Context: an optimization exercise on an open-source flow, tuned for small area. The choices shown serve that exercise and are no tape-out recipe. The RTL was checked by simulation tests, not by an equivalence proof against the original design. No activity file was given, so power comes from the tool's default toggle rates.

== build 47 ==
Design DSP, start of the top module:
module DSP(A, B, C, D, clk, rst_n, P);
input  [17:0] A, B, D;
input  [47:0] C;
input clk, rst_n;
output reg [47:0] P;
reg [18:0] Sr, S1, S2;
reg [17:0] A0, A1;
reg [2:0] v;
reg [47:0] Q;
  wire [18:0] Ssum = {u53, u52, u51, u50, u49, u48, u47, u46, u45, s19, s17, s15, s13, s11, s9, s7, s5, s3, s1};
always @(posedge clk) begin
  Sr <= Ssum;
  S1 <= Sr;
  S2 <= S1;
  A0 <= A;
  A1 <= A0;
end
always @(posedge clk or negedge rst_n)
  if (!rst_n) v <= 3'b000;
  else        v <= {v[1:0], 1'b1};
wire [17:0] Am = A1 & {18{v[2]}};
  wire [18:0] pp0 = S2 & {19{Am[0]}};
  wire [18:0] pp1 = S2 & {19{Am[1]}};
  wire [18:0] pp2 = S2 & {19{Am[2]}};
  wire [18:0] pp3 = S2 & {19{Am[3]}};
  wire [18:0] pp4 = S2 & {19{Am[4]}};
  wire [18:0] pp5 = S2 & {19{Am[5]}};
  wire [18:0] pp6 = S2 & {19{Am[6]}};
  wire [18:0] pp7 = S2 & {19{Am[7]}};
  wire [18:0] pp8 = S2 & {19{Am[8]}};
  wire [18:0] pp9 = S2 & {19{Am[9]}};
  wire [18:0] pp10 = S2 & {19{Am[10]}};
  wire [18:0] pp11 = S2 & {19{Am[11]}};
  wire [18:0] pp12 = S2 & {19{Am[12]}};
  wire [18:0] pp13 = S2 & {19{Am[13]}};
  wire [18:0] pp14 = S2 & {19{Am[14]}};
  wire [18:0] pp15 = S2 & {19{Am[15]}};
  wire [18:0] pp16 = S2 & {19{Am[16]}};
  wire [18:0] pp17 = S2 & {19{Am[17]}};
  wire s1, c2;
  ha u_s1 (B[0], D[0], s1, c2);
  wire s3, c4;
  fa u_s3 (B[1], D[1], c2, s3, c4);
  wire s5, c6;
  fa u_s5 (B[2], D[2], c4, s5, c6);
  wire s7, c8;
  fa u_s7 (B[3], D[3], c6, s7, c8);
  wire s9, c10;
  fa u_s9 (B[4], D[4], c8, s9, c10);
  wire s11, c12;
  fa u_s11 (B[5], D[5], c10, s11, c12);
  wire s13, c14;
  fa u_s13 (B[6], D[6], c12, s13, c14);
  wire s15, c16;
  fa u_s15 (B[7], D[7], c14, s15, c16);
  wire s17, c18;
  fa u_s17 (B[8], D[8], c16, s17, c18);
  wire s19, c20;
  fa u_s19 (B[9], D[9], c18, s19, c20);
  wire s21, c22;
  ha u_s21 (B[10], D[10], s21, c22);
  wire s23, c24;
  fa u_s23 (B[11], D[11], c22, s23, c24);
  wire s25, c26;
  fa u_s25 (B[12], D[12], c24, s25, c26);
  wire s27, c28;
  fa u_s27 (B[13], D[13], c26, s27, c28);
  ...
Size: ~1,200 cells after synthesis, ~150 I/O pins, roughly 14,000 µm² of cells after synthesis.
export LEC_CHECK = 0
export ABC_AREA = 1
export CAP_MARGIN = 0
export CORE_MARGIN = 2
export CORE_UTILIZATION = 40
export PLACE_DENSITY = 0.6
export SLEW_MARGIN = 0
export SYNTH_HIERARCHICAL = 1
export SYNTH_MINIMUM_KEEP_SIZE = 0
create_clock -name core_clock -period 7.0 [get_ports {clk}]
standard.sh (not shown) runs the stock make flow with config.mk's settings and CLKGATE_MAP_FILE= SYNTH_SCRIPT=/design/flow/synth_recipe.tcl, a recipe that flattens the netlist after the stock synthesis.
==> flow/flow/run.sh <==
#!/bin/bash
set -euo pipefail
export BUFFER_PORTS_ARGS="-buffer_cell sky130_fd_sc_hd__buf_1"
export CTS_ARGS="-sink_clustering_enable -repair_clock_nets -dont_use_dummy_load -buf_list sky130_fd_sc_hd__clkbuf_8"
bash standard.sh > standard.log 2>&1
[inputs] build 52 vs build 47
# build 47
export LEC_CHECK = 0
export ABC_AREA = 1
export CAP_MARGIN = 0
export CORE_MARGIN = 2
export CORE_UTILIZATION = 40
export PLACE_DENSITY = 0.6
export SLEW_MARGIN = 0
export SYNTH_HIERARCHICAL = 1
export SYNTH_MINIMUM_KEEP_SIZE = 0
create_clock -name core_clock -period 7.0 [get_ports {clk}]
# build 52
export LEC_CHECK = 0
export ABC_AREA = 1
export CAP_MARGIN = 20
export CORE_MARGIN = 2
export CORE_UTILIZATION = 40
export GPL_TIMING_DRIVEN = 0
export PLACE_DENSITY = 0.6
export SLEW_MARGIN = 20
export SYNTH_HIERARCHICAL = 1
export SYNTH_MINIMUM_KEEP_SIZE = 0
create_clock -name core_clock -period 7.0 [get_ports {clk}]
Results
For total instance count after detailed placement, build 52 and build 47 come out practically identical.
Power share of the sequential group across build 52 and build 47: no real change.
Of build 52 and build 47, the run reporting the higher wire length was build 47.
Summary of build 52 over build 47: final cell count without fillers level; number of filler instances in the final layout saw an increase.
Build 52 gives less worst stage delay on the critical path than build 47 did.
When the final numbers for build 52 and build 47 were put side by side, the instance count on the critical path turned out to be greater in build 52.
Area of all placed cells without fillers of build 52 is on par with build 47.
Input-level comparison between build 41 and build 52:
# build 52
export LEC_CHECK = 0
export ABC_AREA = 1
export CAP_MARGIN = 20
export CORE_MARGIN = 2
export CORE_UTILIZATION = 40
export GPL_TIMING_DRIVEN = 0
export PLACE_DENSITY = 0.6
export SLEW_MARGIN = 20
export SYNTH_HIERARCHICAL = 1
export SYNTH_MINIMUM_KEEP_SIZE = 0
create_clock -name core_clock -period 7.0 [get_ports {clk}]
# build 41
export LEC_CHECK = 0
export ABC_AREA = 1
export CAP_MARGIN = 20
export CORE_MARGIN = 2
export CORE_UTILIZATION = 40
export PLACE_DENSITY = 0.6
export SLEW_MARGIN = 20
export SYNTH_HIERARCHICAL = 1
export SYNTH_MINIMUM_KEEP_SIZE = 0
create_clock -name core_clock -period 7.0 [get_ports {clk}]
==> flow/flow/run.sh <==
#!/bin/bash
# The standard layout (standard.sh, unchanged synthesis), with each
# port buffered by the smallest buffer cell instead of a delay cell.
set -euo pipefail
export BUFFER_PORTS_ARGS="-buffer_cell sky130_fd_sc_hd__buf_1"
bash standard.sh > standard.log 2>&1
==> results.txt <==
[build 41] overall power rose about 6.6% relative to build 52
Total number of tap cells: build 52 vs build 41 identical
Looking at routed wire length across build 52 and build 41, the one that comes out higher is build 41.
Min hold slack across build 52 and build 41: build 52
Of build 52 and build 41, build 41 shows the higher final worst-path setup slack, with build 52 below it.
The final critical-path share of the clock period reported for build 41 is smaller than that of build 52 by 2.0 points.
[build 41 vs build 52] final standard cell area without fillers: higher in build 41

==> port drivers added, routing unchanged <==
In the flow no input, the clock included, has a driving cell. The finished layouts below were timed again as built, in two steps. Step 1: set_driving_cell puts a clkbuf_16 on clk and a buf_2 on each other input, an assumption about the parent block. Step 2 times the ports against the registers' clock, not the clock port: input delays grow and output delays shrink by t, the midpoint of the rising clock arrivals with the driver on. Slacks: ideal / step 1 / step 2; pairs: ideal / step 1.
| run | shift t [ns] | setup slack, ns | worst data-port slew with drivers (ns) |
|---|---|---|---|
| build 47 | 0.520 | 0.445 / 0.445 / 0.005 | 0.07 |
| build 52 | 0.529 | 0.325 / 0.325 / -0.122 | 0.05 |
| build 41 | 0.502 | 0.461 / 0.461 / 0.019 | 0.07 |
Met with ideal ports but missed after step 2: setup timing in build 52. For build 52, which loses most, drivers alone change the setup slack by 0.000 ns; drivers and shift together by -0.447 ns.
